This is an optimization exercise on Yosys and OpenROAD, whose aim is small area and a short achievable clock period, not a production implementation.
Function was not checked in any run shown here: the RTL went through the layout flow alone.
Power and IR drop assume default switching activity.

**flow/config.mk**
```make
export PLATFORM = sky130hd
export DESIGN_NAME = router_extended
export DESIGN_NICKNAME = router_extended
export VERILOG_FILES = /design/flow/design.v
export SDC_FILE = /design/flow/constraint.sdc
export NUM_CORES = 4
export LEC_CHECK = 0
export ABC_CLOCK_PERIOD_IN_PS = 1000
export CAP_MARGIN = 20
export CORE_MARGIN = 2
export CORE_UTILIZATION = 40
export CTS_BUF_LIST = sky130_fd_sc_hd__clkbuf_4 sky130_fd_sc_hd__clkbuf_8
export SLEW_MARGIN = 20
```
**flow/constraint.sdc**
```tcl
create_clock -name core_clock -period 10.0 [get_ports {clk}]
set_input_delay 2.0000 -clock core_clock [delete_from_list [all_inputs] [get_ports {clk}]]
set_output_delay 2.0000 -clock core_clock [all_outputs]
set_load 0.01 [all_outputs]
```
**flow/design.v**
```verilog
module step_dp (
  input  wire [16:0] h,
  input  wire [17:0] r0,
  input  wire [17:0] r1,
  input  wire [17:0] r2,
  input  wire        ci,
  output wire [22:0] s
);
  wire t1 = ci ^ h[0];
  wire t2 = ci & h[0];
  wire t3 = h[1] ^ t2;
  wire t4 = h[1] & t2;
  wire t5 = h[2] ^ t4 ^ r0[2];
  wire t6 = (h[2] & t4) | (h[2] & r0[2]) | (t4 & r0[2]);
  wire t7 = h[3] ^ r0[3] ^ r1[1];
  wire t8 = (h[3] & r0[3]) | (h[3] & r1[1]) | (r0[3] & r1[1]);
  wire t9 = h[4] ^ r0[4] ^ r1[2];
  wire t10 = (h[4] & r0[4]) | (h[4] & r1[2]) | (r0[4] & r1[2]);
  wire t11 = r2[0] ^ t8;
  wire t12 = r2[0] & t8;
  wire t13 = h[5] ^ r0[5] ^ r1[3];
  wire t14 = (h[5] & r0[5]) | (h[5] & r1[3]) | (r0[5] & r1[3]);
  wire t15 = r2[1] ^ t10 ^ t13;
  wire t16 = (r2[1] & t10) | (r2[1] & t13) | (t10 & t13);
  wire t17 = h[6] ^ r0[6] ^ r1[4];
  wire t18 = (h[6] & r0[6]) | (h[6] & r1[4]) | (r0[6] & r1[4]);
  wire t19 = r2[2] ^ t14 ^ t17;
  wire t20 = (r2[2] & t14) | (r2[2] & t17) | (t14 & t17);
  wire t21 = h[7] ^ r0[7] ^ r1[5];
  wire t22 = (h[7] & r0[7]) | (h[7] & r1[5]) | (r0[7] & r1[5]);
  wire t23 = r2[3] ^ t18 ^ t21;
  wire t24 = (r2[3] & t18) | (r2[3] & t21) | (t18 & t21);
  wire t25 = h[8] ^ r0[8] ^ r1[6];
  wire t26 = (h[8] & r0[8]) | (h[8] & r1[6]) | (r0[8] & r1[6]);
  wire t27 = r2[4] ^ t22 ^ t25;
  wire t28 = (r2[4] & t22) | (r2[4] & t25) | (t22 & t25);
  wire t29 = h[9] ^ r0[9] ^ r1[7];
  wire t30 = (h[9] & r0[9]) | (h[9] & r1[7]) | (r0[9] & r1[7]);
  wire t31 = r2[5] ^ t26 ^ t29;
  wire t32 = (r2[5] & t26) | (r2[5] & t29) | (t26 & t29);
  wire t33 = h[10] ^ r0[10] ^ r1[8];
  wire t34 = (h[10] & r0[10]) | (h[10] & r1[8]) | (r0[10] & r1[8]);
  wire t35 = r2[6] ^ t30 ^ t33;
  wire t36 = (r2[6] & t30) | (r2[6] & t33) | (t30 & t33);
  wire t37 = h[11] ^ r0[11] ^ r1[9];
  wire t38 = (h[11] & r0[11]) | (h[11] & r1[9]) | (r0[11] & r1[9]);
  wire t39 = r2[7] ^ t34 ^ t37;
  wire t40 = (r2[7] & t34) | (r2[7] & t37) | (t34 & t37);
  wire t41 = h[12] ^ r0[12] ^ r1[10];
  wire t42 = (h[12] & r0[12]) | (h[12] & r1[10]) | (r0[12] & r1[10]);
  wire t43 = r2[8] ^ t38 ^ t41;
  wire t44 = (r2[8] & t38) | (r2[8] & t41) | (t38 & t41);
  wire t45 = h[13] ^ r0[13] ^ r1[11];
  wire t46 = (h[13] & r0[13]) | (h[13] & r1[11]) | (r0[13] & r1[11]);
  wire t47 = r2[9] ^ t42 ^ t45;
  wire t48 = (r2[9] & t42) | (r2[9] & t45) | (t42 & t45);
  wire t49 = h[14] ^ r0[14] ^ r1[12];
  wire t50 = (h[14] & r0[14]) | (h[14] & r1[12]) | (r0[14] & r1[12]);
  wire t51 = r2[10] ^ t46 ^ t49;
  wire t52 = (r2[10] & t46) | (r2[10] & t49) | (t46 & t49);
  wire t53 = h[15] ^ r0[15] ^ r1[13];
  wire t54 = (h[15] & r0[15]) | (h[15] & r1[13]) | (r0[15] & r1[13]);
  wire t55 = r2[11] ^ t50 ^ t53;
  wire t56 = (r2[11] & t50) | (r2[11] & t53) | (t50 & t53);
  wire t57 = h[16] ^ r1[14] ^ r2[12];
  wire t58 = (h[16] & r1[14]) | (h[16] & r2[12]) | (r1[14] & r2[12]);
  wire t59 = r0[16] ^ t54 ^ t57;
  wire t60 = (r0[16] & t54) | (r0[16] & t57) | (t54 & t57);
  wire t61 = r1[15] ^ r2[13] ^ r0[17];
  wire t62 = (r1[15] & r2[13]) | (r1[15] & r0[17]) | (r2[13] & r0[17]);
  wire t63 = t58 ^ t61;
  wire t64 = t58 & t61;
  wire t65 = r2[14] ^ r1[16] ^ t62;
  wire t66 = (r2[14] & r1[16]) | (r2[14] & t62) | (r1[16] & t62);
  wire t67 = r2[15] ^ r1[17];
  wire t68 = r2[15] & r1[17];
  wire t69 = t1 & r0[0];
  wire t70 = t1 ^ r0[0];
  wire t71 = r0[1] & t3;
  wire t72 = r0[1] ^ t3;
  wire t73 = r1[0] & t5;
  wire t74 = r1[0] ^ t5;
  wire t75 = t6 & t7;
  wire t76 = t6 ^ t7;
  wire t77 = t9 & t11;
  wire t78 = t9 ^ t11;
  wire t79 = t12 & t15;
  wire t80 = t12 ^ t15;
  wire t81 = t16 & t19;
  wire t82 = t16 ^ t19;
  wire t83 = t20 & t23;
  wire t84 = t20 ^ t23;
  wire t85 = t24 & t27;
  wire t86 = t24 ^ t27;
  wire t87 = t28 & t31;
  wire t88 = t28 ^ t31;
  wire t89 = t32 & t35;
  wire t90 = t32 ^ t35;
  wire t91 = t36 & t39;
  wire t92 = t36 ^ t39;
  wire t93 = t40 & t43;
  wire t94 = t40 ^ t43;
  wire t95 = t44 & t47;
  wire t96 = t44 ^ t47;
  wire t97 = t48 & t51;
  wire t98 = t48 ^ t51;
  wire t99 = t52 & t55;
  wire t100 = t52 ^ t55;
  wire t101 = t56 & t59;
  wire t102 = t56 ^ t59;
  wire t103 = t60 & t63;
  wire t104 = t60 ^ t63;
  wire t105 = t64 & t65;
  wire t106 = t64 ^ t65;
  wire t107 = t67 & t66;
  wire t108 = t67 ^ t66;
  wire t109 = r2[16] & t68;
  wire t110 = r2[16] ^ t68;
  wire t111 = t71 | (t72 & t69);
  wire t112 = t73 | (t74 & t71);
  wire t113 = t74 & t72;
  wire t114 = t75 | (t76 & t73);
  wire t115 = t76 & t74;
  wire t116 = t77 | (t78 & t75);
  wire t117 = t78 & t76;
  wire t118 = t79 | (t80 & t77);
  wire t119 = t80 & t78;
  wire t120 = t81 | (t82 & t79);
  wire t121 = t82 & t80;
  wire t122 = t83 | (t84 & t81);
  wire t123 = t84 & t82;
  wire t124 = t85 | (t86 & t83);
  wire t125 = t86 & t84;
  wire t126 = t87 | (t88 & t85);
  wire t127 = t88 & t86;
  wire t128 = t89 | (t90 & t87);
  wire t129 = t90 & t88;
  wire t130 = t91 | (t92 & t89);
  wire t131 = t92 & t90;
  wire t132 = t93 | (t94 & t91);
  wire t133 = t94 & t92;
  wire t134 = t95 | (t96 & t93);
  wire t135 = t96 & t94;
  wire t136 = t97 | (t98 & t95);
  wire t137 = t98 & t96;
  wire t138 = t99 | (t100 & t97);
  wire t139 = t100 & t98;
  wire t140 = t101 | (t102 & t99);
  wire t141 = t102 & t100;
  wire t142 = t103 | (t104 & t101);
  wire t143 = t104 & t102;
  wire t144 = t105 | (t106 & t103);
  wire t145 = t106 & t104;
  wire t146 = t107 | (t108 & t105);
  wire t147 = t108 & t106;
  wire t148 = t109 | (t110 & t107);
  wire t149 = t110 & t108;
  wire t150 = r2[17] & t109;
  wire t151 = r2[17] & t110;
  wire t152 = h[16] & r2[17];
  wire t153 = t112 | (t113 & t69);
  wire t154 = t114 | (t115 & t111);
  wire t155 = t116 | (t117 & t112);
  wire t156 = t117 & t113;
  wire t157 = t118 | (t119 & t114);
  wire t158 = t119 & t115;
  wire t159 = t120 | (t121 & t116);
  wire t160 = t121 & t117;
  wire t161 = t122 | (t123 & t118);
  wire t162 = t123 & t119;
  wire t163 = t124 | (t125 & t120);
  wire t164 = t125 & t121;
  wire t165 = t126 | (t127 & t122);
  wire t166 = t127 & t123;
  wire t167 = t128 | (t129 & t124);
  wire t168 = t129 & t125;
  wire t169 = t130 | (t131 & t126);
  wire t170 = t131 & t127;
  wire t171 = t132 | (t133 & t128);
  wire t172 = t133 & t129;
  wire t173 = t134 | (t135 & t130);
  wire t174 = t135 & t131;
  wire t175 = t136 | (t137 & t132);
  wire t176 = t137 & t133;
  wire t177 = t138 | (t139 & t134);
  wire t178 = t139 & t135;
  wire t179 = t140 | (t141 & t136);
  wire t180 = t141 & t137;
  wire t181 = t142 | (t143 & t138);
  wire t182 = t143 & t139;
  wire t183 = t144 | (t145 & t140);
  wire t184 = t145 & t141;
  wire t185 = t146 | (t147 & t142);
  wire t186 = t147 & t143;
  wire t187 = t148 | (t149 & t144);
  wire t188 = t149 & t145;
  wire t189 = t150 | (t151 & t146);
  wire t190 = t151 & t147;
  wire t191 = t152 & t148;
  wire t192 = t152 & t149;
  wire t193 = t155 | (t156 & t69);
  wire t194 = t157 | (t158 & t111);
  wire t195 = t159 | (t160 & t153);
  wire t196 = t161 | (t162 & t154);
  wire t197 = t163 | (t164 & t155);
  wire t198 = t164 & t156;
  wire t199 = t165 | (t166 & t157);
  wire t200 = t166 & t158;
  wire t201 = t167 | (t168 & t159);
  wire t202 = t168 & t160;
  wire t203 = t169 | (t170 & t161);
  wire t204 = t170 & t162;
  wire t205 = t171 | (t172 & t163);
  wire t206 = t172 & t164;
  wire t207 = t173 | (t174 & t165);
  wire t208 = t174 & t166;
  wire t209 = t175 | (t176 & t167);
  wire t210 = t176 & t168;
  wire t211 = t177 | (t178 & t169);
  wire t212 = t178 & t170;
  wire t213 = t179 | (t180 & t171);
  wire t214 = t180 & t172;
  wire t215 = t181 | (t182 & t173);
  wire t216 = t182 & t174;
  wire t217 = t183 | (t184 & t175);
  wire t218 = t184 & t176;
  wire t219 = t185 | (t186 & t177);
  wire t220 = t186 & t178;
  wire t221 = t187 | (t188 & t179);
  wire t222 = t188 & t180;
  wire t223 = t189 | (t190 & t181);
  wire t224 = t190 & t182;
  wire t225 = t191 | (t192 & t183);
  wire t226 = t192 & t184;
  wire t227 = t197 | (t198 & t69);
  wire t228 = t199 | (t200 & t111);
  wire t229 = t201 | (t202 & t153);
  wire t230 = t203 | (t204 & t154);
  wire t231 = t205 | (t206 & t193);
  wire t232 = t207 | (t208 & t194);
  wire t233 = t209 | (t210 & t195);
  wire t234 = t211 | (t212 & t196);
  wire t235 = t213 | (t214 & t197);
  wire t236 = t214 & t198;
  wire t237 = t215 | (t216 & t199);
  wire t238 = t216 & t200;
  wire t239 = t217 | (t218 & t201);
  wire t240 = t218 & t202;
  wire t241 = t219 | (t220 & t203);
  wire t242 = t220 & t204;
  wire t243 = t221 | (t222 & t205);
  wire t244 = t222 & t206;
  wire t245 = t223 | (t224 & t207);
  wire t246 = t224 & t208;
  wire t247 = t225 | (t226 & t209);
  wire t248 = t226 & t210;
  wire t249 = t235 | (t236 & t69);
  wire t250 = t237 | (t238 & t111);
  wire t251 = t239 | (t240 & t153);
  wire t252 = t241 | (t242 & t154);
  wire t253 = t243 | (t244 & t193);
  wire t254 = t245 | (t246 & t194);
  wire t255 = t247 | (t248 & t195);
  wire t256 = t72 ^ t69;
  wire t257 = t74 ^ t111;
  wire t258 = t76 ^ t153;
  wire t259 = t78 ^ t154;
  wire t260 = t80 ^ t193;
  wire t261 = t82 ^ t194;
  wire t262 = t84 ^ t195;
  wire t263 = t86 ^ t196;
  wire t264 = t88 ^ t227;
  wire t265 = t90 ^ t228;
  wire t266 = t92 ^ t229;
  wire t267 = t94 ^ t230;
  wire t268 = t96 ^ t231;
  wire t269 = t98 ^ t232;
  wire t270 = t100 ^ t233;
  wire t271 = t102 ^ t234;
  wire t272 = t104 ^ t249;
  wire t273 = t106 ^ t250;
  wire t274 = t108 ^ t251;
  wire t275 = t110 ^ t252;
  wire t276 = r2[17] ^ t253;
  wire t277 = h[16] ^ t254;
  assign s = {t277, t276, t275, t274, t273, t272, t271, t270, t269, t268, t267, t266, t265, t264, t263, t262, t261, t260, t259, t258, t257, t256, t70};
endmodule
`timescale 1ns/1ps
module ks_add #(
  parameter W = 18
)(
  input  wire [W-1:0] x,
  input  wire [W-1:0] y,
  output wire [W-1:0] s
);
  localparam N = (W > 16) ? 5 : (W > 8) ? 4 : (W > 4) ? 3 : (W > 2) ? 2 : 1;
  wire [W-1:0] g [0:N];
  wire [W-1:0] p [0:N];
  assign g[0] = x & y;
  assign p[0] = x ^ y;
  genvar l, i;
  generate
    for (l = 0; l < N; l = l + 1) begin : lvl
      for (i = 0; i < W; i = i + 1) begin : bit_
        if (i >= (1 << l)) begin : comb
          assign g[l+1][i] = g[l][i] | (p[l][i] & g[l][i-(1<<l)]);
          assign p[l+1][i] = p[l][i] & p[l][i-(1<<l)];
        end else begin : pass
          assign g[l+1][i] = g[l][i];
          assign p[l+1][i] = p[l][i];
        end
      end
    end
  endgenerate
  assign s = p[0] ^ {g[N][W-2:0], 1'b0};
endmodule
`timescale 1ns/1ps
module router_extended (
  input  wire        clk,
  input  wire        rst,
  input  wire        start,
  input  wire [2:0]  cond_sel,
  input  wire [3:0]  opcode,
  input  wire [15:0] op_a,
  input  wire [15:0] op_b,
  output reg         busy,
  output reg         done,
  output reg  [31:0] result
);
  wire f_bin = (opcode <= 4'd2);
  wire f_dec = (opcode >= 4'd3)   && (opcode <= 4'd5);
  wire f_duo = (opcode >= 4'd6) && (opcode <= 4'd8);
  reg [1:0] cls_in;
  always @(*) begin
    case (cond_sel)
      3'd0:    cls_in = f_bin ? 2'd0 : f_dec ? 2'd2 : 2'd1;
      3'd1:    cls_in = f_dec ? 2'd0 : 2'd1;
      3'd2:    cls_in = f_duo ? 2'd0 : f_bin ? 2'd1 : 2'd2;
      3'd4:    cls_in = (f_bin | f_dec) ? 2'd0 : 2'd1;
      default: cls_in = (f_bin | f_dec | f_duo) ? 2'd0 : 2'd2;
    endcase
  end
  reg  [1:0] cls;
  reg  [3:0] cnt;
  reg        idle;
  wire       last  = (cls == 2'd0) ? (cnt == 4'd2) :
                     (cls == 2'd1) ? (cnt == 4'd7) : (cnt == 4'd9);
  wire       load  = idle | ((cls == 2'd1) ? (cnt == 4'd4) : (cnt == 4'd6));
  always @(posedge clk) begin
    cls <= cls_in;
    if (rst) begin
      busy <= 1'b0;
      idle <= 1'b1;
      done <= 1'b0;
      cnt  <= 4'd0;
    end else begin
      done <= ~idle & last;
      if (idle) begin
        busy <= start;
        idle <= ~start;
        cnt  <= 4'd0;
      end else if (last) begin
        busy <= 1'b0;
        idle <= 1'b1;
      end else begin
        cnt <= cnt + 4'd1;
      end
    end
  end
  wire is_add = (opcode == 4'd0) || (opcode == 4'd3) || (opcode == 4'd6);
  wire is_sub = (opcode == 4'd1) || (opcode == 4'd4) || (opcode == 4'd7);
  wire [16:0] h_init = is_add ? {1'b0, op_b} : is_sub ? {1'b1, ~op_b} : 17'd0;
  wire [15:0] m_init = (opcode == 4'd2)   ? op_b  :
                       (opcode == 4'd5) ? 16'd10 :
                       (opcode == 4'd8)  ? 16'd3  :
                       (is_add | is_sub)         ? 16'd1  : 16'd0;
  function [8:0] dec(input [5:0] c);
    integer i;
    for (i = 0; i < 3; i = i + 1)
      dec[3*i +: 3] = {c[2*i+1] & c[2*i], c[2*i+1] & ~c[2*i], ~c[2*i+1] & c[2*i]};
  endfunction
  function [17:0] row(input [2:0] sel, input [15:0] a, input [17:0] a3);
    row = ({18{sel[0]}} & {2'b0, a}) |
          ({18{sel[1]}} & {1'b0, a, 1'b0}) |
          ({18{sel[2]}} & a3);
  endfunction
  reg  [15:0] a_r;      
  reg  [17:0] a3_r;     
  reg  [16:0] h;        
  reg  [8:0]  sel;      
  reg  [11:0] lb;       
  reg         ci;       
  wire        hs = h[16];
  wire [17:0] r0 = row(sel[2:0], a_r, a3_r) | {hs, 17'd0};
  wire [17:0] r1 = row(sel[5:3], a_r, a3_r) | {hs, hs, 16'd0};
  wire [17:0] r2 = row(sel[8:6], a_r, a3_r) | {hs, hs, 16'd0};
  wire [17:0] a3;
  ks_add #(.W(18)) u_a3 (.x({2'b0, op_a}), .y({1'b0, op_a, 1'b0}), .s(a3));
  wire [22:0] s;
  step_dp u_dp (.h(h), .r0(r0), .r1(r1), .r2(r2), .ci(ci), .s(s));
  always @(posedge clk) begin
    a_r  <= op_a;
    a3_r <= a3;
    if (load) begin
      h   <= h_init;
      sel <= dec(m_init[5:0]);
      lb  <= {2'b00, m_init[15:6]};
      ci  <= is_sub;
    end else begin
      h   <= s[22:6];
      sel <= dec(lb[5:0]);
      lb  <= {s[5:0], lb[11:6]};
      ci  <= 1'b0;
    end
  end
  always @(posedge clk) begin
    if (rst)
      result <= 32'd0;
    else if (~idle & last)
      result <= {s[19:0], lb};
  end
endmodule
```
**flow/flow/run.sh**
```bash
#!/bin/bash
# The standard layout, with buf_2 cells as the port buffers and timing
# repair aimed past the 10 ns constraint.
set -euo pipefail
bash standard.sh SETUP_SLACK_MARGIN=6 "BUFFER_PORTS_ARGS=-buffer_cell sky130_fd_sc_hd__buf_2" finish > standard.log 2>&1
```
**flow/standard.sh**
```bash
#!/bin/bash
# synth_recipe.tcl (not shown) runs the flow's synth.tcl, then flattens the netlist and writes it again
# the make line also repeats each setting of config.mk as NAME=value (left out here)
make -C /OpenROAD-flow-scripts/flow DESIGN_CONFIG=/design/flow/config.mk WORK_HOME=/design/flow/orfs CLKGATE_MAP_FILE= SYNTH_SCRIPT=/design/flow/synth_recipe.tcl "${@:-finish}"
```
==> results of run 1 <==
## through the flow
| stage | cells | hold slack (ps) | util |
|---|---|---|---|
| CTS | 1137 | 441.9 | 0.4646 |
| floorplan | 849 | 415.4 | - |
| detailed placement | 1105 | 433.6 | 0.4404 |
| finish | 1139 | 439.8 | 0.4696 |
| global placement | 1105 | 434.0 | 0.4404 |
| global route | 1139 | 467.7 | 0.4696 |
## cell type report
| type | instances | area [µm²] |
|---|---|---|
| Fill cell | 1739 | 9206 |
| Multi-Input combinational cell | 615 | 4488 |
| Sequential cell | 113 | 2276 |
| Timing Repair Buffer | 82 | 427.9 |
| Tap cell | 225 | 281.5 |
| Clock buffer | 20 | 275.3 |
| Inverter | 72 | 270.3 |
| Clock inverter | 12 | 131.4 |
## cell usage after synthesis (2+ instances only)
cell type	n
xor2_1	10
and2_1	6
nand3_1	33
o31ai_1	14
a31oi_1	8
buf_1	4
nand3b_1	10
clkbuf_1	42
nor3b_1	2
nor3_1	22
o21bai_1	2
o211ai_1	4
a2111oi_0	3
or3_1	4
a211oi_1	16
nand2b_1	5
nand4b_1	2
a21boi_0	3
inv_1	72
nor2b_1	6
buf_6	2
fa_1	31
a21oi_1	68
nand2_1	100
dfxtp_1	113
xnor2_1	19
nor2_1	54
ha_1	44
and3_1	6
a21o_1	15
o21ai_0	35
a222oi_1	45
o21a_1	13
a211o_1	2
## critical path, stage by stage
cell      delay (ps)
buf_2            110
ha_1             160
inv_1             60
fa_1             390
nor2b_1          120
o21ai_0          140
a211oi_1         420
nor3_1           140
o31ai_1          300
a21oi_1          140
xor2_1           150
## logic make-up (layout without fill, tap and decap cells)
group / after synthesis / after routing
compound gates: 248 / 248
buf+inv: 121 / 186
flops: 113 / 113
simple gates: 261 / 261
xor+xnor: 29 / 29
fa+ha+maj: 76 / 76
mux: 1 / 1
## metal layers
| layer | up-vias | global-route usage | share of wire |
|---|---|---|---|
| met3 | 29 | 0.04268 | 0.053 |
| met5 | - | 0 | 0 |
| met1 | 3021 | 0.2534 | 0.42 |
| li1 | 3168 | - | - |
| met2 | 209 | 0.3651 | 0.50 |
| met4 | 0 | 0.07216 | 0.019 |
## state kept, by name, indices dropped and copies added, names as in the netlist, 2 cells and up
signal	cells
lb	12
a_r	15
cnt	4
sel	9
h	17
a3_r	18
result	32
cls	2
## power by group
group / internal (µW) / total (µW) / leakage, µW / switching, µW
logic: 174 / 429 / 0.00262 / 255
registers: 492 / 535 / 0.000935 / 42.2
clock network: 241 / 434 / 0.000198 / 192
total: 907 / 1400 / 0.00375 / 490
## path summary, 6_finish.rpt
check             startpoint       end  slack (ps)  cells after the start
setup reg to reg      sel[6]     h[16]        6220                     13
hold / removal         lb[9]     lb[3]         440                      2
setup / recovery     op_a[1]  a3_r[15]        6190                     11
hold reg to reg        lb[9]     lb[3]         440                      2
## timing repair
action	4_1_cts	5_1_grt
buffers inserted	0	1
setup endpoints to repair	6	22
gates resized for setup	4	19
hold endpoints to repair	0	0
pin swaps	0	5
==> notes.md, run 1 <==
status complete, no violations; Setup Skew 9.331 ps; critical path type primary input to register; initial antenna violation count 0; CTS tree built; relative slew slack 0.2439; YS warnings 2; largest area contributor in the netlist dfxtp_1; via total after detailed routing 6,427; Syn Nets 966; post-synthesis sequential area ratio 0.3171; row count 48; Die ar. 0.01892 mm²; EDFF count, synth 0; commonest non-fill, non-tap cell in the layout dfxtp_1; vias in the first global route 6,129; fmax 262.7 MHz; largest family of logic cells by synthesized area compound AO/OA/AOI/OAI gates; clock sinks 113; fin nets 1,018; post-synthesis cell count 849; PortBufs 75; Place WS 5799 ps; fraction of synthesized area in multiplexers 0.001403; Startpoint Class primary input; Power per Cell Area 171.4 mW/mm²; Std-Cell Core Area 0.01736 mm²; largest fanout on the critical path 4; Yosys reg bits 113; Total Routing Usage GR 0.2084; CP Capture Type register; Routed wire per std cell 16.70 µm; Final Critical Period 3807 ps; largest net degree at the start of global routing 53; top post-synthesis cells by area dfxtp_1, fa_1, ha_1; Initial DRC Count 696; share of the synthesized area in the top cell type 0.3171; initial core utilization 0.4110; commonest non-fill, non-tap cells in the layout dfxtp_1, nand2_1, buf_2; I/O pin cnt 76; Detailed Routing Iterations Pass 1 14; root buffer cell clkbuf_8; cell leakage power 0.003753 µW; Post-DRT Antenna Nets 0; Synth Area in XOR/XNOR 0.03560; Max-Cap Viols 0; setup violators final 0; critical path data arrival time 4130 ps; simple-gate share of the synthesized area 0.1710; Clock transition at path regs 70 ps; hold_buf cts 0; fin area 0.008150 mm²; post-DR vias/cell 5.643; Top FF cell, synth dfxtp_1; Placed Area 0.007644 mm²; RSZ-0062 raised after global routing no; Least-Margin Pin Slew 1130 ps; post-synth cell types 68; Adder-Cell Fraction of Synth Area 0.1656; Synth-to-Final Area Change 14.24%; Post-Synthesis Cell Area 0.007134 mm²; compound-cell area share of the yosys netlist 0.2434; CTS H-Tree Depth 4; setup TNS 0 ps; final worst slack 6193 ps; period utilization 0.3807; Tot Pwr 1397 µW; routability cong. 0.9063; Crit path required time 10,320 ps; Async SR Flop Fraction 0; HP Class register to register; DIE WIDTH 137.6 µm; Num CTS Buffers 17; global-route wire length before repair 30,550 µm; n_diodes 0; Worst-Skew Late Latency 440 ps; fraction of layout cells with a size suffix above 1 0.1510; Routed WL 19,020 µm; die height 137.6 µm; GRT overflow 0; max-slew violations 0; IR drop worst, VDD 0.08362 mV; final hold vios 0; Residual DRC 0; Max clock buf depth 2; Detailed Place HPWL 14,240 µm; Mean Syn Cell Area 8.403 µm²
==> run 2: changes to the inputs <==
--- a/flow/config.mk
+++ b/flow/config.mk
@@ -7,3 +7,2 @@
 export LEC_CHECK = 0
-export ABC_CLOCK_PERIOD_IN_PS = 1000
 export CAP_MARGIN = 20
==> run 2 against run 1 <==
Utilization is the same. Clock-buffer cell count stayed put. Via count did not move. Critical path depth did not move. Sequential cell count unchanged. Global-route usage did not move. First-iteration DRC count is the same. Final cell count is the same. Final area unchanged. Clock power hardly changed. Critical endpoint unchanged. Highest routed layer unchanged.
==> notes.md, run 2 <==
Std-Cell Core Area 0.01736 mm² (unchanged); share of the synthesized area in the top cell type 0.3171 (unchanged); cell leakage power 0.003753 µW (unchanged); Hold Path Depth 2 (unchanged); max-slew violations 0 (unchanged); Residual DRC 0 (unchanged); routability cong. 0.9063 (unchanged); Final Critical Period 3807 ps (unchanged); die height 137.6 µm (unchanged); Startpoint Class primary input; status complete, no violations; Largest Register result; final hold vios 0 (unchanged); Initial DRC Count 696 (unchanged); top post-synthesis cells by area dfxtp_1, fa_1, ha_1; Setup crit start op_a[1]; FF-to-FF setup slack 6220 ps (about the same); post-synthesis cell count 849 (unchanged); Internal Power 907.2 µW (unchanged); Power per Cell Area 171.4 mW/mm² (unchanged); Clock transition at path regs 70 ps (about the same); Post-DRT Antenna Nets 0 (unchanged); vias in the first global route 6,129 (unchanged); critical path data arrival time 4130 ps (about the same); Adder-Cell Fraction of Synth Area 0.1656 (unchanged); largest registers result x32, a3_r x18, h x17; global-route wire length before repair 30,550 µm (unchanged); largest net degree at the start of global routing 53 (unchanged); Flop pwr share 0.383 (about the same); Detailed Place HPWL 14,240 µm (unchanged); commonest non-fill, non-tap cell in the layout dfxtp_1; critical path type primary input to register; compound-cell area share of the yosys netlist 0.2434 (unchanged); CTS H-Tree Depth 4 (unchanged); max FFs per register 32 (unchanged); Yosys reg bits 113 (unchanged); Max-Cap Viols 0 (unchanged); Mean Syn Cell Area 8.403 µm² (unchanged); fraction of layout cells with a size suffix above 1 0.1510 (unchanged); YS warnings 2 (unchanged); PortBufs 75 (unchanged); Top FF cell, synth dfxtp_1; hold_buf cts 0 (unchanged); post-DR vias/cell 5.643 (unchanged); Sw Ratio 0.3505 (unchanged); row count 48 (unchanged); clock sinks 113 (unchanged); n_diodes 0 (unchanged); via total after detailed routing 6,427 (unchanged); EDFF count, synth 0 (unchanged); Post-Synthesis Cell Area 0.007134 mm² (unchanged); count leader, synth dfxtp_1; Syn Nets 966 (unchanged); power share of the clock group 0.310 (about the same); combinational power share 0.307 (about the same); largest area contributor in the netlist dfxtp_1; start point of the worst hold path lb[9]; Least-Margin Pin Slew 1130 ps (unchanged); GRT overflow 0 (unchanged); setup TNS 0 ps (unchanged); hold-critical path endpoint lb[3]; worst r2r src sel[6]; R2R cell count 13 (unchanged); initial antenna violation count 0 (unchanged); fin area 0.008150 mm² (unchanged); period utilization 0.3807 (unchanged); commonest non-fill, non-tap cells in the layout dfxtp_1, nand2_1, buf_2; RSZ-0062 raised after global routing no; fin nets 1,018 (unchanged); Max clock buf depth 2 (unchanged); Num CTS Buffers 17 (unchanged); CTS tree built; relative slew slack 0.2439 (unchanged); largest family of logic cells by synthesized area compound AO/OA/AOI/OAI gates; Die ar. 0.01892 mm² (unchanged); largest fanout on the critical path 4 (unchanged); Async SR Flop Fraction 0 (unchanged); list of most frequent post-synthesis cells dfxtp_1, nand2_1, inv_1, a21oi_1, nor2_1; switching power 489.5 µW (unchanged); HP Class register to register; Routed WL 19,020 µm (unchanged); Crit path required time 10,320 ps (about the same); Worst-Skew Late Latency 440 ps (about the same); Placed Area 0.007644 mm² (unchanged); fill count 1,739 (unchanged); Setup Skew 9.331 ps (unchanged); Routed wire per std cell 16.70 µm (unchanged); Synth-to-Final Area Change 14.24% (unchanged); root buffer cell clkbuf_8; fmax 262.7 MHz (unchanged); simple-gate share of the synthesized area 0.1710 (unchanged); Detailed Routing Iterations Pass 1 14 (unchanged); reg2reg end h[16]; Synth Area in XOR/XNOR 0.03560 (unchanged); post-synth cell types 68 (unchanged); fraction of synthesized area in multiplexers 0.001403 (unchanged); IR drop worst, VDD 0.08362 mV (unchanged); setup violators final 0 (unchanged); DIE WIDTH 137.6 µm (unchanged); Total Routing Usage GR 0.2084 (unchanged); I/O pin cnt 76 (unchanged); CP Capture Type register; post-synthesis sequential area ratio 0.3171 (unchanged); initial core utilization 0.4110 (unchanged)
[run 2: repair_timing]
item | CTS | global route
endpoints found under the setup margin | 6 | 22
hold endpoints to repair | 0 | 0
cloned | 0 | 0
pin swaps | 0 | 5
setup buffers | 0 | 1
gates resized for setup | 4 | 19
[run 2: area by class of cell]
| type | instances | area [µm²] | share of cell area |
|---|---|---|---|
| well taps | 225 | 281.5 | 0.03454 |
| clock buffers | 20 | 275.3 | 0.03377 |
| clock inverters | 12 | 131.4 | 0.01612 |
| multi-input cells | 615 | 4488 | 0.5507 |
| inverters | 72 | 270.3 | 0.03316 |
| flip-flops and latches | 113 | 2276 | 0.2792 |
| repair buffers | 82 | 427.9 | 0.05250 |
[run 2: power by group through the flow]
stage | Combinational [µW] | Sequential, µW | Clock (µW)
6_report | 429 | 535 | 434
5_1_grt | 482 | 540 | 468
4_1_cts | 409 | 534 | 448
3_5_place_dp | 403 | 544 | 0
3_3_place_gp | 401 | 544 | 0
2_1_floorplan | 302 | 526 | 0
[run 2: routing by layer]
layer | wire [µm] | global-route usage | part of all wire | up-vias
li1 | - | - | - | 3168
met1 | 8064 | 0.2534 | 0.42 | 3021
met2 | 9590 | 0.3651 | 0.50 | 209
met3 | 1005 | 0.04268 | 0.053 | 29
met4 | 356 | 0.07216 | 0.019 | 0
met5 | 0 | 0 | 0 | -
[run 2: worst max-delay path, cell delays in order]
cell and delay [ps]:
buf_2 110, ha_1 160, inv_1 60, fa_1 390
nor2b_1 120, o21ai_0 140, a211oi_1 420, nor3_1 140
o31ai_1 300, a21oi_1 140, xor2_1 150
[run 2: cells by family after synthesis]
family / count (synthesis)
AOI/OAI and AO/OA: 248
adders and majority gates: 76
xor gates and xnor gates: 29
buffers and inverters: 121
and+or+nand+nor: 261
DFF: 113
muxes: 1
[run 2: worst max-delay path by stage]
| stage | end | slack (ps) | depth (start not counted) |
|---|---|---|---|
| final | a3_r[15] | 6190 | 11 |
| after global routing | result[28] | 5970 | 12 |
| after CTS | h[16] | 6010 | 12 |
| after detailed placement | a3_r[15] | 5800 | 11 |
| after global placement | a3_r[15] | 5820 | 11 |
| after floorplan | a3_r[15] | 6250 | 10 |
[run 2: per-stage QoR]
step           instances  hold WS [ps]    util  power, µW  setup slack, ps
5_1_grt             1139         467.7  0.4696       1490             5973
3_5_place_dp        1105         433.6  0.4404      947.1             5799
6_report            1139         439.8  0.4696       1397             6193
4_1_cts             1137         441.9  0.4646       1390             6006
3_3_place_gp        1105         434.0  0.4404      944.9             5825
2_1_floorplan        849         415.4       -      827.8             6249

==> what the ideal ports hide <==
Ports are ideal in the flow. The routed layouts listed here were re-timed in OpenROAD. Step 1 (the two cells are an assumption about what drives the block):
set clk [get_ports {clk}]
set_driving_cell -lib_cell sky130_fd_sc_hd__clkbuf_16 $clk
set_driving_cell -lib_cell sky130_fd_sc_hd__buf_2 [delete_from_list [all_inputs] $clk]
Step 2 times the ports against the registers' clock, not the clock port: input delays grow and output delays shrink by t, the midpoint of the rising clock arrivals with the driver on. Slacks: ideal / step 1 / step 2; pairs: ideal / step 1.
run | t (ns) | setup WS [ns] | worst hold slack (ns) | cell pins on the clock port's net
run 1 | 0.477 | 6.193 / 6.209 / 5.732 | 0.440 / 0.440 / 0.440 | 1
run 2 | 0.477 | 6.193 / 6.209 / 5.732 | 0.440 / 0.440 / 0.440 | 1
After both steps every run listed still meets setup and hold.
